Source: an optimization exercise on an open RTL-to-GDS flow (aim: small area, a short achievable clock period and few clock cycles per item). Production flows keep margins and buffers that such runs may drop. In this exercise RTL edits were held to simulation tests only and were not proved equivalent to the original. No activity file was given, so power comes from the tool's default toggle rates.

--- flow/standard.sh ---
#!/bin/bash
# synth_recipe.tcl (not shown) runs the flow's synth.tcl, then flattens the netlist and writes it again
# the make line also repeats each setting of config.mk as NAME=value (left out here)
make -C /OpenROAD-flow-scripts/flow DESIGN_CONFIG=/design/flow/config.mk WORK_HOME=/design/flow/orfs CLKGATE_MAP_FILE= SYNTH_SCRIPT=/design/flow/synth_recipe.tcl "${@:-finish}"
--- flow/config.mk ---
export PLATFORM = sky130hd
export DESIGN_NAME = alu
export DESIGN_NICKNAME = alu
export VERILOG_FILES = /design/flow/design.v
export SDC_FILE = /design/flow/constraint.sdc
export NUM_CORES = 4
export LEC_CHECK = 0
export CAP_MARGIN = 20
export CORE_MARGIN = 2
export CORE_UTILIZATION = 40
export SLEW_MARGIN = 20
export SETUP_SLACK_MARGIN = 7
export TNS_END_PERCENT = 30
--- flow/flow/run.sh ---
#!/bin/bash
cd "$(dirname "$0")/.."
echo "export SETUP_SLACK_MARGIN = 7" >> config.mk
echo "export TNS_END_PERCENT = 30" >> config.mk
bash standard.sh > standard.log 2>&1
--- flow/design.v ---
module alu #(
    parameter INST_W = 4,
    parameter INT_W  = 6,
    parameter FRAC_W = 10,
    parameter DATA_W = INT_W + FRAC_W
)(
    input                      i_clk,
    input                      i_rst_n,
    input                      i_in_valid,
    output                     o_busy,
    input         [INST_W-1:0] i_inst,
    input  signed [DATA_W-1:0] i_data_a,
    input  signed [DATA_W-1:0] i_data_b,
    output                     o_out_valid,
    output        [DATA_W-1:0] o_data
);
integer i;
reg        busy_q;
reg        v1;
reg [3:0]  inst1;
reg [15:0] a1, b1;
reg [15:0] asel1;      
reg [7:0]  enc_one, enc_two, enc_neg;
reg [1:0]  icode;      
wire sp_c1 = (i_data_a[15:11] == 5'b00000);             
wire sp_c5 = !i_data_a[15] && !sp_c1;                   
wire sp_c2 = (i_data_a[15:10] == 6'b111111);            
wire sp_c3 = (i_data_a[15:10] == 6'b111110);            
wire sp_c4 = (i_data_a[15:10] == 6'b111101);            
wire [15:0] sp_k = sp_c1 ? 16'd10922 :
                   sp_c2 ? 16'd5461  :
                   sp_c3 ? 16'd3641  :
                   sp_c4 ? 16'd1820  :
                   sp_c5 ? 16'd16384 : 16'd0;
wire        in_sp = (i_inst == 4'd4);
wire [15:0] op_b = in_sp ? sp_k : i_data_b;
wire [16:0] op_bx = {op_b, 1'b0};
wire        take = i_in_valid && !busy_q;
assign o_busy = busy_q;
always @(posedge i_clk or negedge i_rst_n) begin
    if (!i_rst_n) begin
        busy_q <= 1'b1;
        v1     <= 1'b0;
    end else begin
        busy_q <= 1'b0;
        v1     <= take;
    end
end
always @(posedge i_clk) begin
    inst1 <= i_inst;
    a1    <= i_data_a;
    b1    <= op_b;
    for (i = 0; i < 16; i = i + 1)
        asel1[i] <= take && (i_inst == 4'd3) && (i_data_a[3:0] == i);
    icode <= !in_sp ? 2'd0 : (sp_c1 || sp_c2) ? 2'd1 : sp_c3 ? 2'd2 : sp_c4 ? 2'd3 : 2'd0;
    for (i = 0; i < 8; i = i + 1) begin
        enc_one[i] <= op_bx[2*i+1] ^ op_bx[2*i];
        enc_two[i] <= (op_bx[2*i+2] & ~op_bx[2*i+1] & ~op_bx[2*i]) | (~op_bx[2*i+2] & op_bx[2*i+1] & op_bx[2*i]);
        enc_neg[i] <= op_bx[2*i+2];
    end
end
reg        v2;
reg [1:0]  kind2;      
reg [15:0] x2;         
reg [23:0] m0, m1;     
reg        mc;         
reg [15:0] asel2;
reg [9:0]  hi_rd2;     
reg        ac2;        
reg [5:0]  bh2;        
reg [9:0]  acc_lo [0:15];
reg [9:0]  acc_hi [0:15];
reg [15:0] accw;
reg [9:0]  lo_cur, hi_arr;
always @(*) begin
    lo_cur = 10'd0;
    hi_arr = 10'd0;
    for (i = 0; i < 16; i = i + 1) begin
        lo_cur = lo_cur | ({10{asel1[i] & accw[i]}} & acc_lo[i]);
        hi_arr = hi_arr | ({10{asel1[i] & accw[i]}} & acc_hi[i]);
    end
end
wire       hi_fwd = |(asel1 & asel2);
wire [9:0] hi_sum;
wire [9:0] hi_cur = hi_fwd ? hi_sum : hi_arr;
wire [10:0] lo_sum = {1'b0, lo_cur} + {1'b0, b1[9:0]};
always @(posedge i_clk) begin
    for (i = 0; i < 16; i = i + 1)
        if (asel1[i]) acc_lo[i] <= lo_sum[9:0];
end
always @(posedge i_clk or negedge i_rst_n) begin
    if (!i_rst_n) accw <= 16'd0;
    else          accw <= accw | asel1;
end
wire is_mul = (inst1 == 4'd2);
wire is_sp  = (inst1 == 4'd4);
wire is_acc = (inst1 == 4'd3);
wire bo0 = enc_one[0];
wire bt0 = enc_two[0];
wire bn0 = enc_neg[0];
wire pp0_0 = ((bo0 & a1[0]) | (bt0 & 1'b0)) ^ bn0;
wire pp0_1 = ((bo0 & a1[1]) | (bt0 & a1[0])) ^ bn0;
wire pp0_2 = ((bo0 & a1[2]) | (bt0 & a1[1])) ^ bn0;
wire pp0_3 = ((bo0 & a1[3]) | (bt0 & a1[2])) ^ bn0;
wire pp0_4 = ((bo0 & a1[4]) | (bt0 & a1[3])) ^ bn0;
wire pp0_5 = ((bo0 & a1[5]) | (bt0 & a1[4])) ^ bn0;
wire pp0_6 = ((bo0 & a1[6]) | (bt0 & a1[5])) ^ bn0;
wire pp0_7 = ((bo0 & a1[7]) | (bt0 & a1[6])) ^ bn0;
wire pp0_8 = ((bo0 & a1[8]) | (bt0 & a1[7])) ^ bn0;
wire pp0_9 = ((bo0 & a1[9]) | (bt0 & a1[8])) ^ bn0;
wire pp0_10 = ((bo0 & a1[10]) | (bt0 & a1[9])) ^ bn0;
wire pp0_11 = ((bo0 & a1[11]) | (bt0 & a1[10])) ^ bn0;
wire pp0_12 = ((bo0 & a1[12]) | (bt0 & a1[11])) ^ bn0;
wire pp0_13 = ((bo0 & a1[13]) | (bt0 & a1[12])) ^ bn0;
wire pp0_14 = ((bo0 & a1[14]) | (bt0 & a1[13])) ^ bn0;
wire pp0_15 = ((bo0 & a1[15]) | (bt0 & a1[14])) ^ bn0;
wire pp0_16 = ~(((bo0 & a1[15]) | (bt0 & a1[15])) ^ bn0);
wire bo1 = enc_one[1];
wire bt1 = enc_two[1];
wire bn1 = enc_neg[1];
wire pp1_0 = ((bo1 & a1[0]) | (bt1 & 1'b0)) ^ bn1;
wire pp1_1 = ((bo1 & a1[1]) | (bt1 & a1[0])) ^ bn1;
wire pp1_2 = ((bo1 & a1[2]) | (bt1 & a1[1])) ^ bn1;
wire pp1_3 = ((bo1 & a1[3]) | (bt1 & a1[2])) ^ bn1;
wire pp1_4 = ((bo1 & a1[4]) | (bt1 & a1[3])) ^ bn1;
wire pp1_5 = ((bo1 & a1[5]) | (bt1 & a1[4])) ^ bn1;
wire pp1_6 = ((bo1 & a1[6]) | (bt1 & a1[5])) ^ bn1;
wire pp1_7 = ((bo1 & a1[7]) | (bt1 & a1[6])) ^ bn1;
wire pp1_8 = ((bo1 & a1[8]) | (bt1 & a1[7])) ^ bn1;
wire pp1_9 = ((bo1 & a1[9]) | (bt1 & a1[8])) ^ bn1;
wire pp1_10 = ((bo1 & a1[10]) | (bt1 & a1[9])) ^ bn1;
wire pp1_11 = ((bo1 & a1[11]) | (bt1 & a1[10])) ^ bn1;
wire pp1_12 = ((bo1 & a1[12]) | (bt1 & a1[11])) ^ bn1;
wire pp1_13 = ((bo1 & a1[13]) | (bt1 & a1[12])) ^ bn1;
wire pp1_14 = ((bo1 & a1[14]) | (bt1 & a1[13])) ^ bn1;
wire pp1_15 = ((bo1 & a1[15]) | (bt1 & a1[14])) ^ bn1;
wire pp1_16 = ~(((bo1 & a1[15]) | (bt1 & a1[15])) ^ bn1);
wire bo2 = enc_one[2];
wire bt2 = enc_two[2];
wire bn2 = enc_neg[2];
wire pp2_0 = ((bo2 & a1[0]) | (bt2 & 1'b0)) ^ bn2;
wire pp2_1 = ((bo2 & a1[1]) | (bt2 & a1[0])) ^ bn2;
wire pp2_2 = ((bo2 & a1[2]) | (bt2 & a1[1])) ^ bn2;
wire pp2_3 = ((bo2 & a1[3]) | (bt2 & a1[2])) ^ bn2;
wire pp2_4 = ((bo2 & a1[4]) | (bt2 & a1[3])) ^ bn2;
wire pp2_5 = ((bo2 & a1[5]) | (bt2 & a1[4])) ^ bn2;
wire pp2_6 = ((bo2 & a1[6]) | (bt2 & a1[5])) ^ bn2;
wire pp2_7 = ((bo2 & a1[7]) | (bt2 & a1[6])) ^ bn2;
wire pp2_8 = ((bo2 & a1[8]) | (bt2 & a1[7])) ^ bn2;
wire pp2_9 = ((bo2 & a1[9]) | (bt2 & a1[8])) ^ bn2;
wire pp2_10 = ((bo2 & a1[10]) | (bt2 & a1[9])) ^ bn2;
wire pp2_11 = ((bo2 & a1[11]) | (bt2 & a1[10])) ^ bn2;
wire pp2_12 = ((bo2 & a1[12]) | (bt2 & a1[11])) ^ bn2;
wire pp2_13 = ((bo2 & a1[13]) | (bt2 & a1[12])) ^ bn2;
wire pp2_14 = ((bo2 & a1[14]) | (bt2 & a1[13])) ^ bn2;
wire pp2_15 = ((bo2 & a1[15]) | (bt2 & a1[14])) ^ bn2;
wire pp2_16 = ~(((bo2 & a1[15]) | (bt2 & a1[15])) ^ bn2);
wire bo3 = enc_one[3];
wire bt3 = enc_two[3];
wire bn3 = enc_neg[3];
wire pp3_0 = ((bo3 & a1[0]) | (bt3 & 1'b0)) ^ bn3;
wire pp3_1 = ((bo3 & a1[1]) | (bt3 & a1[0])) ^ bn3;
wire pp3_2 = ((bo3 & a1[2]) | (bt3 & a1[1])) ^ bn3;
wire pp3_3 = ((bo3 & a1[3]) | (bt3 & a1[2])) ^ bn3;
wire pp3_4 = ((bo3 & a1[4]) | (bt3 & a1[3])) ^ bn3;
wire pp3_5 = ((bo3 & a1[5]) | (bt3 & a1[4])) ^ bn3;
wire pp3_6 = ((bo3 & a1[6]) | (bt3 & a1[5])) ^ bn3;
wire pp3_7 = ((bo3 & a1[7]) | (bt3 & a1[6])) ^ bn3;
wire pp3_8 = ((bo3 & a1[8]) | (bt3 & a1[7])) ^ bn3;
wire pp3_9 = ((bo3 & a1[9]) | (bt3 & a1[8])) ^ bn3;
wire pp3_10 = ((bo3 & a1[10]) | (bt3 & a1[9])) ^ bn3;
wire pp3_11 = ((bo3 & a1[11]) | (bt3 & a1[10])) ^ bn3;
wire pp3_12 = ((bo3 & a1[12]) | (bt3 & a1[11])) ^ bn3;
wire pp3_13 = ((bo3 & a1[13]) | (bt3 & a1[12])) ^ bn3;
wire pp3_14 = ((bo3 & a1[14]) | (bt3 & a1[13])) ^ bn3;
wire pp3_15 = ((bo3 & a1[15]) | (bt3 & a1[14])) ^ bn3;
wire pp3_16 = ~(((bo3 & a1[15]) | (bt3 & a1[15])) ^ bn3);
wire bo4 = enc_one[4];
wire bt4 = enc_two[4];
wire bn4 = enc_neg[4];
wire pp4_0 = ((bo4 & a1[0]) | (bt4 & 1'b0)) ^ bn4;
wire pp4_1 = ((bo4 & a1[1]) | (bt4 & a1[0])) ^ bn4;
wire pp4_2 = ((bo4 & a1[2]) | (bt4 & a1[1])) ^ bn4;
wire pp4_3 = ((bo4 & a1[3]) | (bt4 & a1[2])) ^ bn4;
wire pp4_4 = ((bo4 & a1[4]) | (bt4 & a1[3])) ^ bn4;
wire pp4_5 = ((bo4 & a1[5]) | (bt4 & a1[4])) ^ bn4;
wire pp4_6 = ((bo4 & a1[6]) | (bt4 & a1[5])) ^ bn4;
wire pp4_7 = ((bo4 & a1[7]) | (bt4 & a1[6])) ^ bn4;
wire pp4_8 = ((bo4 & a1[8]) | (bt4 & a1[7])) ^ bn4;
wire pp4_9 = ((bo4 & a1[9]) | (bt4 & a1[8])) ^ bn4;
wire pp4_10 = ((bo4 & a1[10]) | (bt4 & a1[9])) ^ bn4;
wire pp4_11 = ((bo4 & a1[11]) | (bt4 & a1[10])) ^ bn4;
wire pp4_12 = ((bo4 & a1[12]) | (bt4 & a1[11])) ^ bn4;
wire pp4_13 = ((bo4 & a1[13]) | (bt4 & a1[12])) ^ bn4;
wire pp4_14 = ((bo4 & a1[14]) | (bt4 & a1[13])) ^ bn4;
wire pp4_15 = ((bo4 & a1[15]) | (bt4 & a1[14])) ^ bn4;
wire pp4_16 = ~(((bo4 & a1[15]) | (bt4 & a1[15])) ^ bn4);
wire bo5 = enc_one[5];
wire bt5 = enc_two[5];
wire bn5 = enc_neg[5];
wire pp5_0 = ((bo5 & a1[0]) | (bt5 & 1'b0)) ^ bn5;
wire pp5_1 = ((bo5 & a1[1]) | (bt5 & a1[0])) ^ bn5;
wire pp5_2 = ((bo5 & a1[2]) | (bt5 & a1[1])) ^ bn5;
wire pp5_3 = ((bo5 & a1[3]) | (bt5 & a1[2])) ^ bn5;
wire pp5_4 = ((bo5 & a1[4]) | (bt5 & a1[3])) ^ bn5;
wire pp5_5 = ((bo5 & a1[5]) | (bt5 & a1[4])) ^ bn5;
wire pp5_6 = ((bo5 & a1[6]) | (bt5 & a1[5])) ^ bn5;
wire pp5_7 = ((bo5 & a1[7]) | (bt5 & a1[6])) ^ bn5;
wire pp5_8 = ((bo5 & a1[8]) | (bt5 & a1[7])) ^ bn5;
wire pp5_9 = ((bo5 & a1[9]) | (bt5 & a1[8])) ^ bn5;
wire pp5_10 = ((bo5 & a1[10]) | (bt5 & a1[9])) ^ bn5;
wire pp5_11 = ((bo5 & a1[11]) | (bt5 & a1[10])) ^ bn5;
wire pp5_12 = ((bo5 & a1[12]) | (bt5 & a1[11])) ^ bn5;
wire pp5_13 = ((bo5 & a1[13]) | (bt5 & a1[12])) ^ bn5;
wire pp5_14 = ((bo5 & a1[14]) | (bt5 & a1[13])) ^ bn5;
wire pp5_15 = ((bo5 & a1[15]) | (bt5 & a1[14])) ^ bn5;
wire pp5_16 = ~(((bo5 & a1[15]) | (bt5 & a1[15])) ^ bn5);
wire bo6 = enc_one[6];
wire bt6 = enc_two[6];
wire bn6 = enc_neg[6];
wire pp6_0 = ((bo6 & a1[0]) | (bt6 & 1'b0)) ^ bn6;
wire pp6_1 = ((bo6 & a1[1]) | (bt6 & a1[0])) ^ bn6;
wire pp6_2 = ((bo6 & a1[2]) | (bt6 & a1[1])) ^ bn6;
wire pp6_3 = ((bo6 & a1[3]) | (bt6 & a1[2])) ^ bn6;
wire pp6_4 = ((bo6 & a1[4]) | (bt6 & a1[3])) ^ bn6;
wire pp6_5 = ((bo6 & a1[5]) | (bt6 & a1[4])) ^ bn6;
wire pp6_6 = ((bo6 & a1[6]) | (bt6 & a1[5])) ^ bn6;
wire pp6_7 = ((bo6 & a1[7]) | (bt6 & a1[6])) ^ bn6;
wire pp6_8 = ((bo6 & a1[8]) | (bt6 & a1[7])) ^ bn6;
wire pp6_9 = ((bo6 & a1[9]) | (bt6 & a1[8])) ^ bn6;
wire pp6_10 = ((bo6 & a1[10]) | (bt6 & a1[9])) ^ bn6;
wire pp6_11 = ((bo6 & a1[11]) | (bt6 & a1[10])) ^ bn6;
wire pp6_12 = ((bo6 & a1[12]) | (bt6 & a1[11])) ^ bn6;
wire pp6_13 = ((bo6 & a1[13]) | (bt6 & a1[12])) ^ bn6;
wire pp6_14 = ((bo6 & a1[14]) | (bt6 & a1[13])) ^ bn6;
wire pp6_15 = ((bo6 & a1[15]) | (bt6 & a1[14])) ^ bn6;
wire pp6_16 = ~(((bo6 & a1[15]) | (bt6 & a1[15])) ^ bn6);
wire bo7 = enc_one[7];
wire bt7 = enc_two[7];
wire bn7 = enc_neg[7];
wire pp7_0 = ((bo7 & a1[0]) | (bt7 & 1'b0)) ^ bn7;
wire pp7_1 = ((bo7 & a1[1]) | (bt7 & a1[0])) ^ bn7;
wire pp7_2 = ((bo7 & a1[2]) | (bt7 & a1[1])) ^ bn7;
wire pp7_3 = ((bo7 & a1[3]) | (bt7 & a1[2])) ^ bn7;
wire pp7_4 = ((bo7 & a1[4]) | (bt7 & a1[3])) ^ bn7;
wire pp7_5 = ((bo7 & a1[5]) | (bt7 & a1[4])) ^ bn7;
wire pp7_6 = ((bo7 & a1[6]) | (bt7 & a1[5])) ^ bn7;
wire pp7_7 = ((bo7 & a1[7]) | (bt7 & a1[6])) ^ bn7;
wire pp7_8 = ((bo7 & a1[8]) | (bt7 & a1[7])) ^ bn7;
wire pp7_9 = ((bo7 & a1[9]) | (bt7 & a1[8])) ^ bn7;
wire pp7_10 = ((bo7 & a1[10]) | (bt7 & a1[9])) ^ bn7;
wire pp7_11 = ((bo7 & a1[11]) | (bt7 & a1[10])) ^ bn7;
wire pp7_12 = ((bo7 & a1[12]) | (bt7 & a1[11])) ^ bn7;
wire pp7_13 = ((bo7 & a1[13]) | (bt7 & a1[12])) ^ bn7;
wire pp7_14 = ((bo7 & a1[14]) | (bt7 & a1[13])) ^ bn7;
wire pp7_15 = ((bo7 & a1[15]) | (bt7 & a1[14])) ^ bn7;
wire pp7_16 = ~(((bo7 & a1[15]) | (bt7 & a1[15])) ^ bn7);
wire kc9 = (icode == 2'd0);
wire kc11 = (icode == 2'd1) | (icode == 2'd2);
wire kc12 = (icode == 2'd2) | (icode == 2'd3);
wire kc13 = (icode == 2'd3);
wire kc14 = (icode == 2'd1) | (icode == 2'd2) | (icode == 2'd3) | bn7;
wire kc15 = (icode == 2'd1);
wire kc16 = (icode == 2'd0) | (icode == 2'd1) | (icode == 2'd2);
wire kc17 = (icode == 2'd0);
wire kc18 = (icode == 2'd1);
wire kc19 = (icode == 2'd0) | (icode == 2'd2);
wire kc20 = (icode == 2'd1) | (icode == 2'd2);
wire kc21 = (icode == 2'd0) | (icode == 2'd2);
wire kc22 = (icode == 2'd1);
wire kc23 = (icode == 2'd0);
wire kc24 = (icode == 2'd1) | (icode == 2'd2) | (icode == 2'd3);
wire hs0 = bn5 ^ pp0_10;
wire hc0 = bn5 & pp0_10;
wire fs0 = kc11 ^ pp0_11 ^ pp1_9;
wire fc0 = (kc11 & pp0_11) | (kc11 & pp1_9) | (pp0_11 & pp1_9);
wire fs1 = bn6 ^ kc12 ^ pp0_12;
wire fc1 = (bn6 & kc12) | (bn6 & pp0_12) | (kc12 & pp0_12);
wire fs2 = pp1_10 ^ pp2_8 ^ pp3_6;
wire fc2 = (pp1_10 & pp2_8) | (pp1_10 & pp3_6) | (pp2_8 & pp3_6);
wire fs3 = kc13 ^ pp0_13 ^ pp1_11;
wire fc3 = (kc13 & pp0_13) | (kc13 & pp1_11) | (pp0_13 & pp1_11);
wire fs4 = pp2_9 ^ pp3_7 ^ pp4_5;
wire fc4 = (pp2_9 & pp3_7) | (pp2_9 & pp4_5) | (pp3_7 & pp4_5);
wire fs5 = kc14 ^ pp0_14 ^ pp1_12;
wire fc5 = (kc14 & pp0_14) | (kc14 & pp1_12) | (pp0_14 & pp1_12);
wire fs6 = pp2_10 ^ pp3_8 ^ pp4_6;
wire fc6 = (pp2_10 & pp3_8) | (pp2_10 & pp4_6) | (pp3_8 & pp4_6);
wire hs1 = pp5_4 ^ pp6_2;
wire hc1 = pp5_4 & pp6_2;
wire fs7 = kc15 ^ pp0_15 ^ pp1_13;
wire fc7 = (kc15 & pp0_15) | (kc15 & pp1_13) | (pp0_15 & pp1_13);
wire fs8 = pp2_11 ^ pp3_9 ^ pp4_7;
wire fc8 = (pp2_11 & pp3_9) | (pp2_11 & pp4_7) | (pp3_9 & pp4_7);
wire fs9 = pp5_5 ^ pp6_3 ^ pp7_1;
wire fc9 = (pp5_5 & pp6_3) | (pp5_5 & pp7_1) | (pp6_3 & pp7_1);
wire fs10 = kc16 ^ pp0_16 ^ pp1_14;
wire fc10 = (kc16 & pp0_16) | (kc16 & pp1_14) | (pp0_16 & pp1_14);
wire fs11 = pp2_12 ^ pp3_10 ^ pp4_8;
wire fc11 = (pp2_12 & pp3_10) | (pp2_12 & pp4_8) | (pp3_10 & pp4_8);
wire fs12 = pp5_6 ^ pp6_4 ^ pp7_2;
wire fc12 = (pp5_6 & pp6_4) | (pp5_6 & pp7_2) | (pp6_4 & pp7_2);
wire fs13 = kc17 ^ pp1_15 ^ pp2_13;
wire fc13 = (kc17 & pp1_15) | (kc17 & pp2_13) | (pp1_15 & pp2_13);
wire fs14 = pp3_11 ^ pp4_9 ^ pp5_7;
wire fc14 = (pp3_11 & pp4_9) | (pp3_11 & pp5_7) | (pp4_9 & pp5_7);
wire hs2 = pp6_5 ^ pp7_3;
wire hc2 = pp6_5 & pp7_3;
wire fs15 = kc18 ^ pp1_16 ^ pp2_14;
wire fc15 = (kc18 & pp1_16) | (kc18 & pp2_14) | (pp1_16 & pp2_14);
wire fs16 = pp3_12 ^ pp4_10 ^ pp5_8;
wire fc16 = (pp3_12 & pp4_10) | (pp3_12 & pp5_8) | (pp4_10 & pp5_8);
wire hs3 = pp6_6 ^ pp7_4;
wire hc3 = pp6_6 & pp7_4;
wire fs17 = kc19 ^ pp2_15 ^ pp3_13;
wire fc17 = (kc19 & pp2_15) | (kc19 & pp3_13) | (pp2_15 & pp3_13);
wire fs18 = pp4_11 ^ pp5_9 ^ pp6_7;
wire fc18 = (pp4_11 & pp5_9) | (pp4_11 & pp6_7) | (pp5_9 & pp6_7);
wire fs19 = kc20 ^ pp2_16 ^ pp3_14;
wire fc19 = (kc20 & pp2_16) | (kc20 & pp3_14) | (pp2_16 & pp3_14);
wire hs4 = pp4_12 ^ pp5_10;
wire hc4 = pp4_12 & pp5_10;
wire fs20 = kc21 ^ pp3_15 ^ pp4_13;
wire fc20 = (kc21 & pp3_15) | (kc21 & pp4_13) | (pp3_15 & pp4_13);
wire hs5 = kc22 ^ pp3_16;
wire hc5 = kc22 & pp3_16;
wire hs6 = bn3 ^ pp0_6;
wire hc6 = bn3 & pp0_6;
wire hs7 = pp0_7 ^ pp1_5;
wire hc7 = pp0_7 & pp1_5;
wire fs21 = bn4 ^ pp0_8 ^ pp1_6;
wire fc21 = (bn4 & pp0_8) | (bn4 & pp1_6) | (pp0_8 & pp1_6);
wire hs8 = pp2_4 ^ pp3_2;
wire hc8 = pp2_4 & pp3_2;
wire fs22 = kc9 ^ pp0_9 ^ pp1_7;
wire fc22 = (kc9 & pp0_9) | (kc9 & pp1_7) | (pp0_9 & pp1_7);
wire fs23 = pp2_5 ^ pp3_3 ^ pp4_1;
wire fc23 = (pp2_5 & pp3_3) | (pp2_5 & pp4_1) | (pp3_3 & pp4_1);
wire fs24 = pp1_8 ^ pp2_6 ^ pp3_4;
wire fc24 = (pp1_8 & pp2_6) | (pp1_8 & pp3_4) | (pp2_6 & pp3_4);
wire fs25 = pp4_2 ^ pp5_0 ^ hs0;
wire fc25 = (pp4_2 & pp5_0) | (pp4_2 & hs0) | (pp5_0 & hs0);
wire fs26 = pp2_7 ^ pp3_5 ^ pp4_3;
wire fc26 = (pp2_7 & pp3_5) | (pp2_7 & pp4_3) | (pp3_5 & pp4_3);
wire fs27 = pp5_1 ^ hc0 ^ fs0;
wire fc27 = (pp5_1 & hc0) | (pp5_1 & fs0) | (hc0 & fs0);
wire fs28 = pp4_4 ^ pp5_2 ^ pp6_0;
wire fc28 = (pp4_4 & pp5_2) | (pp4_4 & pp6_0) | (pp5_2 & pp6_0);
wire fs29 = fc0 ^ fs1 ^ fs2;
wire fc29 = (fc0 & fs1) | (fc0 & fs2) | (fs1 & fs2);
wire fs30 = pp5_3 ^ pp6_1 ^ fc1;
wire fc30 = (pp5_3 & pp6_1) | (pp5_3 & fc1) | (pp6_1 & fc1);
wire fs31 = fc2 ^ fs3 ^ fs4;
wire fc31 = (fc2 & fs3) | (fc2 & fs4) | (fs3 & fs4);
wire fs32 = pp7_0 ^ hs1 ^ fc3;
wire fc32 = (pp7_0 & hs1) | (pp7_0 & fc3) | (hs1 & fc3);
wire fs33 = fc4 ^ fs5 ^ fs6;
wire fc33 = (fc4 & fs5) | (fc4 & fs6) | (fs5 & fs6);
wire fs34 = hc1 ^ fc5 ^ fc6;
wire fc34 = (hc1 & fc5) | (hc1 & fc6) | (fc5 & fc6);
wire fs35 = fs7 ^ fs8 ^ fs9;
wire fc35 = (fs7 & fs8) | (fs7 & fs9) | (fs8 & fs9);
wire fs36 = fc7 ^ fc8 ^ fc9;
wire fc36 = (fc7 & fc8) | (fc7 & fc9) | (fc8 & fc9);
wire fs37 = fs10 ^ fs11 ^ fs12;
wire fc37 = (fs10 & fs11) | (fs10 & fs12) | (fs11 & fs12);
wire fs38 = hs2 ^ fc10 ^ fc11;
wire fc38 = (hs2 & fc10) | (hs2 & fc11) | (fc10 & fc11);
wire fs39 = fc12 ^ fs13 ^ fs14;
wire fc39 = (fc12 & fs13) | (fc12 & fs14) | (fs13 & fs14);
wire fs40 = hc2 ^ hs3 ^ fc13;
wire fc40 = (hc2 & hs3) | (hc2 & fc13) | (hs3 & fc13);
wire fs41 = fc14 ^ fs15 ^ fs16;
wire fc41 = (fc14 & fs15) | (fc14 & fs16) | (fs15 & fs16);
wire fs42 = pp7_5 ^ hc3 ^ fc15;
wire fc42 = (pp7_5 & hc3) | (pp7_5 & fc15) | (hc3 & fc15);
wire fs43 = fc16 ^ fs17 ^ fs18;
wire fc43 = (fc16 & fs17) | (fc16 & fs18) | (fs17 & fs18);
wire fs44 = pp6_8 ^ pp7_6 ^ hs4;
wire fc44 = (pp6_8 & pp7_6) | (pp6_8 & hs4) | (pp7_6 & hs4);
wire fs45 = fc17 ^ fc18 ^ fs19;
wire fc45 = (fc17 & fc18) | (fc17 & fs19) | (fc18 & fs19);
wire fs46 = pp5_11 ^ pp6_9 ^ pp7_7;
wire fc46 = (pp5_11 & pp6_9) | (pp5_11 & pp7_7) | (pp6_9 & pp7_7);
wire fs47 = hc4 ^ fc19 ^ fs20;
wire fc47 = (hc4 & fc19) | (hc4 & fs20) | (fc19 & fs20);
wire fs48 = pp4_14 ^ pp5_12 ^ pp6_10;
wire fc48 = (pp4_14 & pp5_12) | (pp4_14 & pp6_10) | (pp5_12 & pp6_10);
wire fs49 = pp7_8 ^ hs5 ^ fc20;
wire fc49 = (pp7_8 & hs5) | (pp7_8 & fc20) | (hs5 & fc20);
wire fs50 = kc23 ^ pp4_15 ^ pp5_13;
wire fc50 = (kc23 & pp4_15) | (kc23 & pp5_13) | (pp4_15 & pp5_13);
wire fs51 = pp6_11 ^ pp7_9 ^ hc5;
wire fc51 = (pp6_11 & pp7_9) | (pp6_11 & hc5) | (pp7_9 & hc5);
wire fs52 = kc24 ^ pp4_16 ^ pp5_14;
wire fc52 = (kc24 & pp4_16) | (kc24 & pp5_14) | (pp4_16 & pp5_14);
wire hs9 = pp6_12 ^ pp7_10;
wire hc9 = pp6_12 & pp7_10;
wire fs53 = 1'b1 ^ pp5_15 ^ pp6_13;
wire fc53 = (1'b1 & pp5_15) | (1'b1 & pp6_13) | (pp5_15 & pp6_13);
wire hs10 = bn2 ^ pp0_4;
wire hc10 = bn2 & pp0_4;
wire hs11 = pp0_5 ^ pp1_3;
wire hc11 = pp0_5 & pp1_3;
wire fs54 = pp1_4 ^ pp2_2 ^ pp3_0;
wire fc54 = (pp1_4 & pp2_2) | (pp1_4 & pp3_0) | (pp2_2 & pp3_0);
wire fs55 = pp2_3 ^ pp3_1 ^ hc6;
wire fc55 = (pp2_3 & pp3_1) | (pp2_3 & hc6) | (pp3_1 & hc6);
wire fs56 = pp4_0 ^ hc7 ^ hs8;
wire fc56 = (pp4_0 & hc7) | (pp4_0 & hs8) | (hc7 & hs8);
wire fs57 = hc8 ^ fc21 ^ fs22;
wire fc57 = (hc8 & fc21) | (hc8 & fs22) | (fc21 & fs22);
wire fs58 = fc22 ^ fc23 ^ fs24;
wire fc58 = (fc22 & fc23) | (fc22 & fs24) | (fc23 & fs24);
wire fs59 = fc24 ^ fs26 ^ fc25;
wire fc59 = (fc24 & fs26) | (fc24 & fc25) | (fs26 & fc25);
wire fs60 = fc26 ^ fs28 ^ fc27;
wire fc60 = (fc26 & fs28) | (fc26 & fc27) | (fs28 & fc27);
wire fs61 = fc28 ^ fc29 ^ fs30;
wire fc61 = (fc28 & fc29) | (fc28 & fs30) | (fc29 & fs30);
wire fs62 = fc30 ^ fc31 ^ fs32;
wire fc62 = (fc30 & fc31) | (fc30 & fs32) | (fc31 & fs32);
wire fs63 = fc32 ^ fc33 ^ fs34;
wire fc63 = (fc32 & fc33) | (fc32 & fs34) | (fc33 & fs34);
wire fs64 = fc34 ^ fc35 ^ fs36;
wire fc64 = (fc34 & fc35) | (fc34 & fs36) | (fc35 & fs36);
wire fs65 = fc36 ^ fc37 ^ fs38;
wire fc65 = (fc36 & fc37) | (fc36 & fs38) | (fc37 & fs38);
wire fs66 = fc38 ^ fc39 ^ fs40;
wire fc66 = (fc38 & fc39) | (fc38 & fs40) | (fc39 & fs40);
wire fs67 = fc40 ^ fc41 ^ fs42;
wire fc67 = (fc40 & fc41) | (fc40 & fs42) | (fc41 & fs42);
wire fs68 = fc42 ^ fs44 ^ fc43;
wire fc68 = (fc42 & fs44) | (fc42 & fc43) | (fs44 & fc43);
wire fs69 = fs46 ^ fc44 ^ fc45;
wire fc69 = (fs46 & fc44) | (fs46 & fc45) | (fc44 & fc45);
wire fs70 = fc46 ^ fs48 ^ fc47;
wire fc70 = (fc46 & fs48) | (fc46 & fc47) | (fs48 & fc47);
wire fs71 = fc48 ^ fs50 ^ fs51;
wire fc71 = (fc48 & fs50) | (fc48 & fs51) | (fs50 & fs51);
wire fs72 = hs9 ^ fc50 ^ fs52;
wire fc72 = (hs9 & fc50) | (hs9 & fs52) | (fc50 & fs52);
wire fs73 = pp7_11 ^ hc9 ^ fc52;
wire fc73 = (pp7_11 & hc9) | (pp7_11 & fc52) | (hc9 & fc52);
wire fs74 = pp5_16 ^ pp6_14 ^ pp7_12;
wire fc74 = (pp5_16 & pp6_14) | (pp5_16 & pp7_12) | (pp6_14 & pp7_12);
wire hs12 = 1'b1 ^ pp6_15;
wire hc12 = 1'b1 & pp6_15;
wire hs13 = bn1 ^ pp0_2;
wire hc13 = bn1 & pp0_2;
wire hs14 = pp0_3 ^ pp1_1;
wire hc14 = pp0_3 & pp1_1;
wire fs75 = pp1_2 ^ pp2_0 ^ hs10;
wire fc75 = (pp1_2 & pp2_0) | (pp1_2 & hs10) | (pp2_0 & hs10);
wire fs76 = pp2_1 ^ hc10 ^ hs11;
wire fc76 = (pp2_1 & hc10) | (pp2_1 & hs11) | (hc10 & hs11);
wire fs77 = hc11 ^ hs6 ^ fs54;
wire fc77 = (hc11 & hs6) | (hc11 & fs54) | (hs6 & fs54);
wire fs78 = hs7 ^ fc54 ^ fs55;
wire fc78 = (hs7 & fc54) | (hs7 & fs55) | (fc54 & fs55);
wire fs79 = fs21 ^ fc55 ^ fs56;
wire fc79 = (fs21 & fc55) | (fs21 & fs56) | (fc55 & fs56);
wire fs80 = fs23 ^ fc56 ^ fs57;
wire fc80 = (fs23 & fc56) | (fs23 & fs57) | (fc56 & fs57);
wire fs81 = fs25 ^ fc57 ^ fs58;
wire fc81 = (fs25 & fc57) | (fs25 & fs58) | (fc57 & fs58);
wire fs82 = fc58 ^ fs27 ^ fs59;
wire fc82 = (fc58 & fs27) | (fc58 & fs59) | (fs27 & fs59);
wire fs83 = fs29 ^ fc59 ^ fs60;
wire fc83 = (fs29 & fc59) | (fs29 & fs60) | (fc59 & fs60);
wire fs84 = fs31 ^ fc60 ^ fs61;
wire fc84 = (fs31 & fc60) | (fs31 & fs61) | (fc60 & fs61);
wire fs85 = fs33 ^ fc61 ^ fs62;
wire fc85 = (fs33 & fc61) | (fs33 & fs62) | (fc61 & fs62);
wire fs86 = fs35 ^ fc62 ^ fs63;
wire fc86 = (fs35 & fc62) | (fs35 & fs63) | (fc62 & fs63);
wire fs87 = fs37 ^ fc63 ^ fs64;
wire fc87 = (fs37 & fc63) | (fs37 & fs64) | (fc63 & fs64);
wire fs88 = fs39 ^ fc64 ^ fs65;
wire fc88 = (fs39 & fc64) | (fs39 & fs65) | (fc64 & fs65);
wire fs89 = fs41 ^ fc65 ^ fs66;
wire fc89 = (fs41 & fc65) | (fs41 & fs66) | (fc65 & fs66);
wire fs90 = fs43 ^ fc66 ^ fs67;
wire fc90 = (fs43 & fc66) | (fs43 & fs67) | (fc66 & fs67);
wire fs91 = fs45 ^ fc67 ^ fs68;
wire fc91 = (fs45 & fc67) | (fs45 & fs68) | (fc67 & fs68);
wire fs92 = fs47 ^ fc68 ^ fs69;
wire fc92 = (fs47 & fc68) | (fs47 & fs69) | (fc68 & fs69);
wire fs93 = fs49 ^ fc69 ^ fs70;
wire fc93 = (fs49 & fc69) | (fs49 & fs70) | (fc69 & fs70);
wire fs94 = fc49 ^ fs71 ^ fc70;
wire fc94 = (fc49 & fs71) | (fc49 & fc70) | (fs71 & fc70);
wire fs95 = fc51 ^ fs72 ^ fc71;
wire fc95 = (fc51 & fs72) | (fc51 & fc71) | (fs72 & fc71);
wire fs96 = fs53 ^ fc72 ^ fs73;
wire fc96 = (fs53 & fc72) | (fs53 & fs73) | (fc72 & fs73);
wire fs97 = fc53 ^ fs74 ^ fc73;
wire fc97 = (fc53 & fs74) | (fc53 & fc73) | (fs74 & fc73);
wire fs98 = pp7_13 ^ hs12 ^ fc74;
wire fc98 = (pp7_13 & hs12) | (pp7_13 & fc74) | (hs12 & fc74);
wire fs99 = pp6_16 ^ pp7_14 ^ hc12;
wire fc99 = (pp6_16 & pp7_14) | (pp6_16 & hc12) | (pp7_14 & hc12);
wire hs15 = 1'b1 ^ pp7_15;
wire hc15 = 1'b1 & pp7_15;
wire [31:0] mr0 = {1'b1, pp7_16, fc99, fc98, fc97, fc96, fc95, fc94, fc93, fc92, fc91, fc90, fc89, fc88, fc87, fc86, fc85, fc84, fc83, fc82, fc81, fc80, fc79, fc78, fc77, fc76, fc75, hc14, hc13, pp1_0, pp0_1, bn0};
wire [31:0] mr1 = {1'b0, hc15, hs15, fs99, fs98, fs97, fs96, fs95, fs94, fs93, fs92, fs91, fs90, fs89, fs88, fs87, fs86, fs85, fs84, fs83, fs82, fs81, fs80, fs79, fs78, fs77, fs76, fs75, hs14, hs13, 1'b0, pp0_0};
wire [8:0] mlow = {1'b0, mr0[7:0]} + {1'b0, mr1[7:0]};
wire        sub  = inst1[0];
wire [15:0] bx   = b1 ^ {16{sub}};
wire [16:0] as   = {a1[15], a1} + {bx[15], bx} + {16'd0, sub};
wire [15:0] as_s = (as[16] == as[15]) ? as[15:0] : as[16] ? 16'h8000 : 16'h7fff;
wire        is_rot = inst1[0];
wire [3:0]  sh   = is_rot ? (4'd0 - b1[3:0]) : b1[3:0];
wire [15:0] rr   = ({a1, a1} >> sh);
reg  [15:0] therm;                        
always @(*) begin
    for (i = 0; i < 16; i = i + 1)
        therm[i] = (b1[3:0] > i);
end
reg  [15:0] shf;
always @(*) begin
    for (i = 0; i < 16; i = i + 1) begin
        if (is_rot)
            shf[i] = (b1[15:5] != 11'd0 || (b1[4] && therm[i])) ? 1'b0 : rr[i];
        else
            shf[i] = (b1[15:4] != 12'd0 || therm[15-i]) ? a1[15] : rr[i];
    end
end
reg  [4:0]  clz;
always @(*) begin
    clz = 5'd16;
    for (i = 0; i < 16; i = i + 1)
        if (a1[i]) clz = 5'd15 - i;
end
reg [15:0] rmatch;
always @(*) begin
    rmatch = 16'd0;
    for (i = 0; i < 13; i = i + 1)
        rmatch[i] = (a1[i +: 4] == {b1[15-i], b1[14-i], b1[13-i], b1[12-i]});
end
reg [15:0] simple;
always @(*) begin
    case (inst1)
        4'd0, 4'd1: simple = as_s;
        4'd5:       simple = a1 ^ b1;
        4'd6, 4'd7: simple = shf;
        4'd8:       simple = {11'd0, clz};
        default:    simple = rmatch;
    endcase
end
always @(posedge i_clk or negedge i_rst_n) begin
    if (!i_rst_n) v2 <= 1'b0;
    else          v2 <= v1;
end
always @(posedge i_clk) begin
    kind2 <= is_acc ? 2'd1 : is_mul ? 2'd2 : is_sp ? 2'd3 : 2'd0;
    x2    <= is_acc ? {6'd0, lo_sum[9:0]} : simple;
    m0    <= mr0[31:8];
    m1    <= mr1[31:8];
    mc    <= mlow[8];
    asel2 <= asel1;
    hi_rd2 <= hi_cur;
    ac2   <= lo_sum[10];
    bh2   <= b1[15:10];
end
reg        vo;
reg [15:0] out_q;
assign hi_sum = hi_rd2 + {{4{bh2[5]}}, bh2} + {9'd0, ac2};
always @(posedge i_clk) begin
    for (i = 0; i < 16; i = i + 1)
        if (asel2[i]) acc_hi[i] <= hi_sum;
end
wire [23:0] t = m0 + m1 + {23'd0, mc};
wire [15:0] mul_r = (t[23:17] == 7'h00 || t[23:17] == 7'h7f) ? t[17:2] :
                    t[23] ? 16'h8000 : 16'h7fff;
wire [15:0] acc_r = (hi_sum[9:5] == 5'h00 || hi_sum[9:5] == 5'h1f) ? {hi_sum[5:0], x2[9:0]} :
                    hi_sum[9] ? 16'h8000 : 16'h7fff;
always @(posedge i_clk or negedge i_rst_n) begin
    if (!i_rst_n) vo <= 1'b0;
    else          vo <= v2;
end
always @(posedge i_clk) begin
    case (kind2)
        2'd1:    out_q <= acc_r;
        2'd2:    out_q <= mul_r;
        2'd3:    out_q <= t[21:6];
        default: out_q <= x2;
    endcase
end
assign o_out_valid = vo;
assign o_data      = out_q;
endmodule
--- flow/constraint.sdc ---
create_clock -name core_clock -period 10.0 [get_ports {i_clk}]
set_input_delay 2.0000 -clock core_clock [delete_from_list [all_inputs] [get_ports {i_clk}]]
set_output_delay 2.0000 -clock core_clock [all_outputs]
set_load 0.01 [all_outputs]
==> results.sh, run 1 <==
export IMPL_status="complete, no violations"
export IMPL_finalHoldViolCount=0
export IMPL_first_pass_iters=6
export IMPL_place_worst_setup_slack_ps=5460
export IMPL_fp_dieH_um=267
export IMPL_syn2layout_area_growth_pct=23.7
export IMPL_critical_path_top_delay_family="compound AO/OA/AOI/OAI gates"
export IMPL_critPathSlowestCell="dfxtp_4"
export IMPL_regToRegSetupSlack_ps=6600
export IMPL_critical_path_depth=16
export IMPL_finalClockSkew_ps=71.2
export IMPL_post_route_util_pct=50.0
export IMPL_routed_wl_um=92900
export IMPL_drc=0
export IMPL_syn_inst=2374
export IMPL_min_path_type="register to register"
export IMPL_slowest_delay_ps=360
export IMPL_fp_row_count=96
export IMPL_setup_viol=0
export IMPL_antenna_left=0
export IMPL_dr_first_iter_drc_count=2112
export IMPL_cts_made_buffers=56
export IMPL_grt_pass1_vias=21100
export IMPL_peakVddDrop_mv=0.174
export IMPL_nNetsFinal=2759
export IMPL_synth_fp_nets=2602
export IMPL_drv_slew=0
export IMPL_via_per_inst=5.99
export IMPL_avgRoutedWirePerCell_um=26.5
export IMPL_rsz0062_at_grt="true"
export IMPL_die_area_um2=71400
export IMPL_critPathBufInv=4
export IMPL_worstMarginPinSlew_ps=1080
export IMPL_avgSynthCellArea_um2=11.7
export IMPL_p_leak_nw=13.0
export IMPL_start_util_pct=40.4
export IMPL_grt_first_pass_wirelength_um=137000
export IMPL_fin_crit_sh_pct=34.0
export IMPL_rr_worst_depth=16
export IMPL_clkTransAtPathRegs_ps=60
export IMPL_grt_usage_pct=25.8
export IMPL_fin_ws_ps=6600
export IMPL_crit_fanout=11
export IMPL_critPathCaptureType="register"
export IMPL_cts_sinks=523
export IMPL_power_density_nw_per_um2=221
export IMPL_die_x_um=267
export IMPL_clkLatencyLatePin_ps=650
export IMPL_total_power_w=0.00757
export IMPL_pin_count=57
export IMPL_yosysWarnings=3
export IMPL_max_slew_margin_pct=27.6
export IMPL_root_buffer="clkbuf_16"
export IMPL_grt_max_degree=32
export IMPL_synth_seq_area_share_pct=49.7
export IMPL_synthArstFlopShare_pct=3.82
export IMPL_place_congestion=0.908
export IMPL_grt_antenna_before_repair=1
export IMPL_cts_tree="yes"
export IMPL_synth_edff_count=320
export IMPL_port_buffers=56
export IMPL_rr_startpoint="asel1[13]"
export IMPL_clock_fmax_ghz=0.294
export IMPL_start_kind="register"
export IMPL_synthDistinctLibCells=83
export IMPL_num_antenna_cells=0
export IMPL_worstPathCellList="and2_4, buf_6, a22o_1, a221oi_2, nand4_1, ha_4, a21oi_2, o21bai_1, a21oi_2, o21bai_1, a21oi_2, buf_6, o21ai_4, xor2_4, buf_6, buf_12"
export IMPL_crit_path_start="asel1[13]"
export IMPL_syn_area_um2=27700
export IMPL_endpoint="acc_lo[15][9]"
export IMPL_critical_path_class="register to register"
export IMPL_cp_required_ps=10390
export IMPL_fin_setup_tns_ps=0
export IMPL_dpl_hpwl_um=55500
export IMPL_cap_viol_max_count=0
export IMPL_r2r_end="acc_lo[15][9]"
export IMPL_grt_overflow=0
export IMPL_cp_arrival_ps=3790
export IMPL_min_from="v1"
export IMPL_hold_ws_ps=350
export IMPL_yosys_most_used_dff="edfxtp_1"
export IMPL_period_needed_ps=3400
export IMPL_vias=21000
export IMPL_synth_seq_cells=523
export IMPL_coreArea_um2=68600
export IMPL_clk_path_buf_depth=3
export IMPL_drive_gt1_share_pct=22.2
export IMPL_h_tree_depth=2
[registers in the layout, indices dropped and copies added (netlist names), 2 cells and up]
signal,cells
a1,16
m0,23
enc_neg,7
bh2,6
b1,8
x2,16
asel1,16
enc_two,8
asel2,16
accw,16
acc_hi,160
enc_one,8
kind2,2
hi_rd2,10
acc_lo,160
icode,2
m1,23
out_q,16
inst1,4
[final cells by class]
type	instances	area [µm²]
fillers	5904	34300
multi-input cells	1557	14100
flip-flops and latches	523	13900
repair buffers	258	2640
clock buffers	65	1500
well taps	931	1160
inverters	135	527
clock inverters	40	475
[synth_stat cells, types with 4 or more instances]
library cell	number	area, µm²
edfxtp_1	320	9610
a22oi_1	179	1340
o31ai_1	8	60.1
and3_1	4	25.0
a222oi_1	6	60.1
a41oi_1	4	35.0
nor2b_1	11	68.8
clkbuf_1	117	439
a221oi_1	65	569
o21ai_1	5	25.0
dfxtp_1	183	3660
o21bai_1	15	113
a22o_1	59	517
buf_1	41	154
a21o_1	23	173
o22a_1	8	70.1
nor2_1	92	345
mux2i_1	67	671
or2_2	17	106
nor3_1	30	150
nand3_1	27	135
fa_1	103	2060
o21a_1	6	45.0
xor2_1	114	998
nand2b_1	14	87.6
a31oi_1	20	125
dfrtp_1	19	475
nand3b_1	5	37.5
o22ai_1	4	25.0
nor4_1	12	75.1
o211ai_1	13	97.6
nand4_1	35	219
inv_1	132	495
xnor2_1	154	1350
and2_1	27	169
nand2_1	95	357
buf_2	7	35.0
ha_1	86	1080
a211oi_1	10	75.1
o21ai_0	70	350
a221o_1	4	40.0
a21oi_1	94	470
o221ai_1	5	43.8
or3_1	8	50.1
[through the flow]
| step | cell area (µm²) | cells |
|---|---|---|
| floorplan | 28700 | 2374 |
| global placement | 29500 | 3245 |
| detailed placement | 29500 | 3245 |
| CTS | 33800 | 3486 |
| global route | 34300 | 3509 |
| finish | 34300 | 3509 |
[kinds of logic (layout without fill, tap and decap cells)]
family / count (synthesis) / in the layout / share of synthesized area (%)
XOR/XNOR: 268 / 270 / 8.47
AND/OR/NAND/NOR: 389 / 394 / 7.01
flip-flops: 523 / 523 / 49.7
multiplexers: 71 / 71 / 2.64
buffers and inverters: 301 / 498 / 4.14
other: 1 / 1 / 0.0135
AO/OA/AOI/OAI: 630 / 630 / 16.6
adder cells (fa/ha/maj): 191 / 191 / 11.4
[cell usage in the layout, fill, tap and decap left out, drive strengths merged, types with 31 or more instances in the layout]
cell	synthesis	layout
a21oi	96	96
a221oi	66	66
a22o	59	59
a22oi	180	180
and2	27	31
buf	49	202
clkbuf	117	65
dfxtp	183	183
edfxtp	320	320
fa	103	103
ha	86	86
inv	132	140
mux2i	67	67
nand2	95	95
nand4	36	36
nor2	92	92
o21ai	75	75
xnor2	154	156
xor2	114	114
[worst min-delay path by stage]
stage / slack (ps) / depth (start not counted) / end
2_1_floorplan: 330 / 0 / bh2[0]
3_3_place_gp: 330 / 0 / vo
3_5_place_dp: 340 / 0 / v2
4_1_cts: 350 / 0 / v2
5_1_grt: 360 / 0 / v2
6_report: 350 / 0 / v2
[where the power goes]
part | internal [W] | switching, W | total (W)
clock network | 0.00127 | 0.000921 | 0.00219
registers | 0.00246 | 0.000149 | 0.00261
logic | 0.00120 | 0.00157 | 0.00277
[layer usage]
layer  vias to the layer above  GRT usage [%]  share of wire (%)  wire length [µm]
met1                     10600           35.5                 42             38900
met3                       207           4.55                8.7              8130
met2                      1109           40.3                 45             41900
li1                       9076              -                  -                 -
met5                         -              0                  0                 0
met4                         0           10.6                4.2              3950
[worst register-to-register path: cells and delay by family, from the launching register on]
family | cells | cell delay, ps
buf+inv | 4 | 570
flops | 1 | 360
compound gates | 8 | 1260
simple gates | 2 | 440
xor+xnor | 1 | 180
fa+ha+maj | 1 | 330
[repair_timing]
item                       4_1_cts  5_1_grt
pin swaps                       77       48
setup endpoints to repair      277      224
resized for setup              308       52
hold endpoints to repair         0        0
cloned                          15        0
hold buffers                     0        0
setup buffers                  121       23
Testbench counts, summed over its fixed seeds: cycles 3,224, items 3,200.
==> run 2, diff against run 1 <==
==> flow/flow/run.sh (replaced) <==
#!/bin/bash
cd "$(dirname "$0")/.."
echo "export SETUP_SLACK_MARGIN = 7" >> config.mk
echo "export TNS_END_PERCENT = 10" >> config.mk
bash standard.sh > standard.log 2>&1
--- a/flow/config.mk
+++ b/flow/config.mk
@@ -11,3 +11,3 @@
 export SLEW_MARGIN = 20
 export SETUP_SLACK_MARGIN = 7
-export TNS_END_PERCENT = 30
+export TNS_END_PERCENT = 10
==> results.sh, run 2 <==
export IMPL_status="complete, no violations"
export IMPL_critPathSlowestCell="o41a_1"
export IMPL_syn_inst=2374
export IMPL_synthArstFlopShare_pct=3.82
export IMPL_min_path_type="register to register"
export IMPL_grt_max_degree=32
export IMPL_synth_top_area_share_pct=34.7
export IMPL_synthDistinctLibCells=83
export IMPL_period_needed_ps=3460
export IMPL_dpl_cell_area_um2=29500
export IMPL_finalClockSkew_ps=55.7
export IMPL_h_tree_depth=2
export IMPL_synth_edff_count=320
export IMPL_rsz0062_at_grt="true"
export IMPL_dr_first_iter_drc_count=2347
export IMPL_yosysMostFrequentCell="edfxtp_1"
export IMPL_num_antenna_cells=0
export IMPL_vias=20500
export IMPL_yosysTopAreaCell="edfxtp_1"
export IMPL_finalHoldViolCount=0
export IMPL_start_util_pct=40.4
export IMPL_coreArea_um2=68600
export IMPL_avgSynthCellArea_um2=11.7
export IMPL_layout_common_cells="edfxtp_1, a22oi_1, dfxtp_1, xnor2_1, buf_4"
export IMPL_die_x_um=267
export IMPL_place_congestion=0.879
export IMPL_critical_path_class="register to register"
export IMPL_grt_antenna_before_repair=4
export IMPL_first_pass_iters=5
export IMPL_critical_path_top_delay_family="compound AO/OA/AOI/OAI gates"
export IMPL_grt_first_pass_wirelength_um=132000
export IMPL_p_leak_nw=12.7
export IMPL_start_kind="register"
export IMPL_cp_required_ps=10420
export IMPL_fp_row_count=96
export IMPL_cap_viol_max_count=0
export IMPL_grt_usage_pct=24.9
export IMPL_cts_tree="yes"
export IMPL_netlist_top_cells_area="edfxtp_1, dfxtp_1, fa_1, xnor2_1, a22oi_1"
export IMPL_routed_wl_um=90100
export IMPL_dpl_hpwl_um=54100
export IMPL_n_fill_cell=5960
export IMPL_fin_setup_tns_ps=0
export IMPL_grt_pass1_vias=20200
export IMPL_syn_area_um2=27700
export IMPL_cp_arrival_ps=3880
export IMPL_synth_seq_area_share_pct=49.7
export IMPL_synth_seq_cells=523
export IMPL_nNetsFinal=2736
export IMPL_max_slew_margin_pct=42.8
export IMPL_via_per_inst=5.89
export IMPL_clkTransAtPathRegs_ps=60
export IMPL_critPathCaptureType="register"
export IMPL_critPathBufInv=2
export IMPL_power_density_nw_per_um2=218
export IMPL_holdBufCountCts=0
export IMPL_slowest_delay_ps=470
export IMPL_yosysWarnings=3
export IMPL_clk_path_buf_depth=3
export IMPL_worstPathCellList="buf_4, fa_2, a21o_1, a21oi_4, o21bai_4, a2111oi_4, o41a_1, o211ai_1, o21ai_2, xnor2_2, buf_4, o21ai_2, o211ai_1"
export IMPL_drc=0
export IMPL_synth_commonest_cells="edfxtp_1, dfxtp_1, a22oi_1"
export IMPL_antenna_left=0
export IMPL_avgRoutedWirePerCell_um=25.8
export IMPL_drv_slew=0
export IMPL_largestRegisters="acc_hi x160, acc_lo x160"
export IMPL_grt_overflow=0
export IMPL_fin_crit_sh_pct=34.6
export IMPL_syn2layout_area_growth_pct=21.8
export IMPL_final_common_cell="edfxtp_1"
export IMPL_synth_fp_nets=2602
export IMPL_crit_fanout=26
export IMPL_yosys_most_used_dff="edfxtp_1"
export IMPL_port_buffers=56
export IMPL_setup_viol=0
export IMPL_drive_gt1_share_pct=19.1
export IMPL_pin_count=57
export IMPL_total_power_w=0.00736
export IMPL_worstMarginPinSlew_ps=857
export IMPL_fp_dieH_um=267
export IMPL_root_buffer="clkbuf_16"
export IMPL_cts_sinks=523
export IMPL_cts_made_buffers=55
export IMPL_peakVddDrop_mv=0.182
export IMPL_clkLatencyLatePin_ps=640
export IMPL_clock_fmax_ghz=0.289
export IMPL_fin_area_um2=33700
export IMPL_die_area_um2=71400
run 2: cell count changes in the layout (fill, tap and decap cells not counted), moves of 6 or more:
cell and delta:
a21oi_1 +10, a22oi_1 +11, dfxtp_1 +18, o21ai_1 -7, a21oi_2 -6, a22oi_2 -11, dfxtp_2 -14, buf_6 -21
clkbuf_1 +7
run 2: layer usage:
layer	global-route usage [%]	part of all wire, %
met3	3.75	8.5
met1	34.4	42
met4	9.60	3.9
met5	0	0.030
met2	39.3	46
run 2: layout make-up:
class	count	area (µm²)	share of cell area (%)
clock inverters	25	295	0.875
well taps	931	1160	3.45
clock buffers	78	1620	4.79
inverters	135	518	1.53
repair buffers	240	2480	7.35
flip-flops and latches	523	13900	41.1
multi-input cells	1553	13800	40.9
run 2: kinds of logic after synthesis:
kind of cell               synth area share, %
muxes                                     2.64
DFF                                       49.7
AOI/OAI and AO/OA                         16.6
adders and majority gates                 11.4
xor gates and xnor gates                  8.47
buffers and inverters                     4.14
and+or+nand+nor                           7.01
other                                   0.0135
run 2: worst paths after layout:
kind / startpoint / to / slack (ps) / depth (start not counted)
worst max-delay path: a1[1] / x2[12] / 6540 / 13
worst min-delay path: v2 / vo / 350 / 0
worst max register to register: a1[1] / x2[12] / 6540 / 13
worst min register to register: v2 / vo / 350 / 0
max in group asynchronous: i_rst_n / accw[4] / 8290 / 1
min in group asynchronous: i_rst_n / accw[15] / 1330 / 1
run 2: stage by stage:
stage / hold slack, ps / util [%] / instances / worst slack (ps)
6_report: 351 / 49.2 / 3485 / 6540
5_1_grt: 352 / 49.2 / 3485 / 6460
4_1_cts: 351 / 48.5 / 3458 / 6640
3_5_place_dp: 337 / 43.0 / 3250 / 5510
3_3_place_gp: 332 / 42.9 / 3250 / 5480
2_1_floorplan: 329 / - / 2374 / 6450
run 2: repair_timing:
item | CTS | global route
pin swaps | 70 | 33
buffers inserted | 93 | 23
cloned | 12 | 4
endpoints found under the setup margin | 244 | 215
gates resized for setup | 231 | 40
run 2: worst reg2reg max path, stage by stage, from the launching register on:
cell and delay [ps]:
dfxtp_1 340, buf_4 380, fa_2 340, a21o_1 180
a21oi_4 80, o21bai_4 180, a2111oi_4 100, o41a_1 470
o211ai_1 360, o21ai_2 130, xnor2_2 200, buf_4 160
o21ai_2 140, o211ai_1 180
run 2: report_power, final:
group,leakage (nW),internal (W),switching (W)
Clock,0.929,0.00122,0.000895
Combinational,7.13,0.00114,0.00150
Sequential,4.69,0.00246,0.000142
Total,12.7,0.00482,0.00254
==> run 3, diff against run 2 <==
==> flow/flow/run.sh (replaced) <==
#!/bin/bash
cd "$(dirname "$0")/.."
cat >> config.mk <<'EOC'
export SETUP_SLACK_MARGIN = 7
export TNS_END_PERCENT = 10
export BUFFER_PORTS_ARGS = -buffer_cell sky130_fd_sc_hd__buf_2
export CTS_ARGS = -sink_clustering_enable -repair_clock_nets -dont_use_dummy_load
EOC
bash standard.sh > standard.log 2>&1
--- a/flow/config.mk
+++ b/flow/config.mk
@@ -12,2 +12,4 @@
 export SETUP_SLACK_MARGIN = 7
 export TNS_END_PERCENT = 10
+export BUFFER_PORTS_ARGS = -buffer_cell sky130_fd_sc_hd__buf_2
+export CTS_ARGS = -sink_clustering_enable -repair_clock_nets -dont_use_dummy_load
==> results.sh, run 3 <==
export IMPL_register_area_um2=13900
export IMPL_dpl_hpwl_um=54900
export IMPL_worstMarginPinSlew_ps=1030
export IMPL_rsz0062_at_grt="true"
export IMPL_finalHoldViolCount=0
export IMPL_nNetsFinal=2753
export IMPL_yosysTopAreaCell="edfxtp_1"
export IMPL_synth_top_area_share_pct=34.7
export IMPL_min_from="v2"
export IMPL_synth_fp_nets=2602
export IMPL_min_path_type="register to register"
export IMPL_grt_antenna_before_repair=1
export IMPL_grt_overflow=0
export IMPL_max_slew_margin_pct=31.3
export IMPL_avgSynthCellArea_um2=11.7
export IMPL_clkLatencyLatePin_ps=630
export IMPL_cp_arrival_ps=3710
export IMPL_syn2layout_area_growth_pct=20.3
export IMPL_root_buffer="clkbuf_16"
export IMPL_drive_gt1_share_pct=21.6
export IMPL_crit_fanout=5
export IMPL_period_needed_ps=3320
export IMPL_multiInputGateArea_um2=13800
export IMPL_syn_inst=2374
export IMPL_coreArea_um2=68600
export IMPL_yosys_most_used_dff="edfxtp_1"
export IMPL_dpl_cell_count=3251
export IMPL_grt_max_degree=32
export IMPL_n_fill_cell=6014
export IMPL_fin_crit_sh_pct=33.2
export IMPL_rr_worst_depth=13
export IMPL_clock_fmax_ghz=0.301
export IMPL_synth_seq_area_share_pct=49.7
export IMPL_r2r_end="x2[8]"
export IMPL_clk_path_buf_depth=3
export IMPL_yosysWarnings=3
export IMPL_finalClockSkew_ps=85.9
export IMPL_dr_first_iter_drc_count=2271
export IMPL_avgRoutedWirePerCell_um=26.5
export IMPL_port_buffers=56
export IMPL_layout_common_cells="edfxtp_1, a22oi_1, xnor2_1, buf_4, dfxtp_1"
export IMPL_num_antenna_cells=0
export IMPL_place_congestion=0.938
export IMPL_die_area_um2=71400
export IMPL_final_common_cell="edfxtp_1"
export IMPL_pin_count=57
export IMPL_grt_first_pass_wirelength_um=132000
export IMPL_antenna_left=0
export IMPL_whs_endpoint="vo"
export IMPL_die_x_um=267
export IMPL_p_leak_nw=12.6
export IMPL_cts_sinks=523
export IMPL_grt_pass1_vias=20400
export IMPL_setup_viol=0
export IMPL_netlist_top_cells_area="edfxtp_1, dfxtp_1, fa_1, xnor2_1, a22oi_1"
export IMPL_yosysMostFrequentCell="edfxtp_1"
export IMPL_first_pass_iters=8
export IMPL_synthArstFlopShare_pct=3.82
export IMPL_h_tree_depth=2
export IMPL_peakVddDrop_mv=0.147
export IMPL_whs_path_depth=0
export IMPL_synth_seq_cells=523
export IMPL_syn_area_um2=27700
export IMPL_routed_wl_um=91600
export IMPL_cap_viol_max_count=0
export IMPL_cp_required_ps=10390
export IMPL_clkTransAtPathRegs_ps=60
export IMPL_holdBufCountCts=0
export IMPL_grt_usage_pct=24.8
export IMPL_synth_edff_count=320
export IMPL_synthDistinctLibCells=83
export IMPL_largestRegisters="acc_hi x160, acc_lo x160"
export IMPL_fin_setup_tns_ps=0
export IMPL_critPathCaptureType="register"
export IMPL_synth_commonest_cells="edfxtp_1, dfxtp_1, a22oi_1"
export IMPL_fp_dieH_um=267
export IMPL_critical_path_class="register to register"
export IMPL_start_kind="register"
export IMPL_status="complete, no violations"
export IMPL_cts_made_buffers=53
export IMPL_cts_tree="yes"
export IMPL_start_util_pct=40.4
export IMPL_vias=20800
export IMPL_fp_row_count=96
export IMPL_regToRegSetupSlack_ps=6680
export IMPL_hold_ws_ps=348
export IMPL_rr_startpoint="enc_one[0]"
export IMPL_power_density_nw_per_um2=212
export IMPL_drv_slew=0
export IMPL_fin_cells=3454
export IMPL_via_per_inst=6.04
export IMPL_drc=0
run 3: cell counts after synthesis:
Identical to the previous run, type by type.
run 3: kinds of logic (layout without fill, tap and decap cells):
family / after synthesis / after routing / share of synthesized area, %
buf+inv: 301 / 446 / 4.14
compound gates: 630 / 630 / 16.6
other cells: 1 / 1 / 0.0135
fa+ha+maj: 191 / 191 / 11.4
flops: 523 / 523 / 49.7
mux: 71 / 71 / 2.64
xor+xnor: 268 / 269 / 8.47
simple gates: 389 / 392 / 7.01
run 3: per-layer routing:
layer	track usage, %	part of all wire, %	vias to the layer above
met5	0	0	-
met4	8.31	3.7	0
met3	4.15	8.8	213
met2	39.2	46	1104
met1	34.7	42	10500
li1	-	-	9035
run 3: worst max-delay path, cell delays in order (launching register included):
cell,delay (ps)
dfxtp_4,350
buf_12,130
mux2_4,310
fa_2,350
a21o_1,180
a21oi_2,170
o21bai_2,120
a2111oi_4,320
o41a_1,240
o211ai_1,190
mux2_4,330
and2_4,200
o21ai_2,60
nand4_1,150
run 3: cell type report:
cell class	instances	area share, %
well taps	931	3.50
inverters	135	1.56
multi-input cells	1554	41.5
clock buffers	53	3.98
flip-flops and latches	523	41.8
repair buffers	258	7.68
run 3: worst max path at each step:
stage	from	slack, ps	to
final	enc_one[0]	6680	x2[8]
after global placement	enc_one[0]	5770	x2[10]
after global routing	accw[5]	6510	x2[8]
after floorplan	i_inst[0]	6450	enc_two[4]
after CTS	enc_one[2]	6530	m1[9]
after detailed placement	hi_rd2[0]	5760	out_q[14]
run 3: metrics by stage:
| step | total power [W] | setup slack (ps) | util [%] | area [µm²] |
|---|---|---|---|---|
| after floorplan | 0.00424 | 6450 | - | 28500 |
| after global placement | 0.00489 | 5770 | 42.5 | 29200 |
| after detailed placement | 0.00492 | 5760 | 42.5 | 29200 |
| after CTS | 0.00682 | 6530 | 46.8 | 32100 |
| after global routing | 0.00743 | 6510 | 48.6 | 33300 |
| final | 0.00705 | 6680 | 48.6 | 33300 |
run 3: repair_timing:
action,4_1_cts,5_1_grt
endpoints found under the setup margin,207,190
gates resized for setup,159,176
gates cloned,13,5
buffers inserted,71,61
pin swaps,58,66
run 3: report_power, final:
part           switching, W  internal [W]
logic               0.00155       0.00121
registers          0.000148       0.00246
clock network      0.000758      0.000922

-- re-timing with driven ports --
How much do the figures lean on ideal ports? The routed layouts below were timed once more, with nothing changed but the port constraints. Step 1 assumes that a clkbuf_16 drives the clock port and a buf_2 every other input. Step 2 adds t to the input delays and takes it off the output delays; t is the mean of the earliest and latest rising clock arrival at the registers after step 1. Input paths then give back, and output paths get back, about the clock's delay inside the block. Three values: no drivers, after step 1, after step 2; two values: the first two.
run	t (ns)	setup WS [ns]	clock arrival spread, ns	worst data-port slew with drivers (ns)
run 1	0.678	6.602 / 6.602 / 6.085	0.074 / 0.074	0.06
run 2	0.682	6.536 / 6.536 / 5.983	0.060 / 0.060	0.05
run 3	0.653	6.677 / 6.677 / 6.054	0.088 / 0.089	0.07
After both steps setup and hold are still met in every run listed. The setup slack of run 3, which loses most, moves by 0.000 ns with the drivers and by -0.623 ns with both steps.
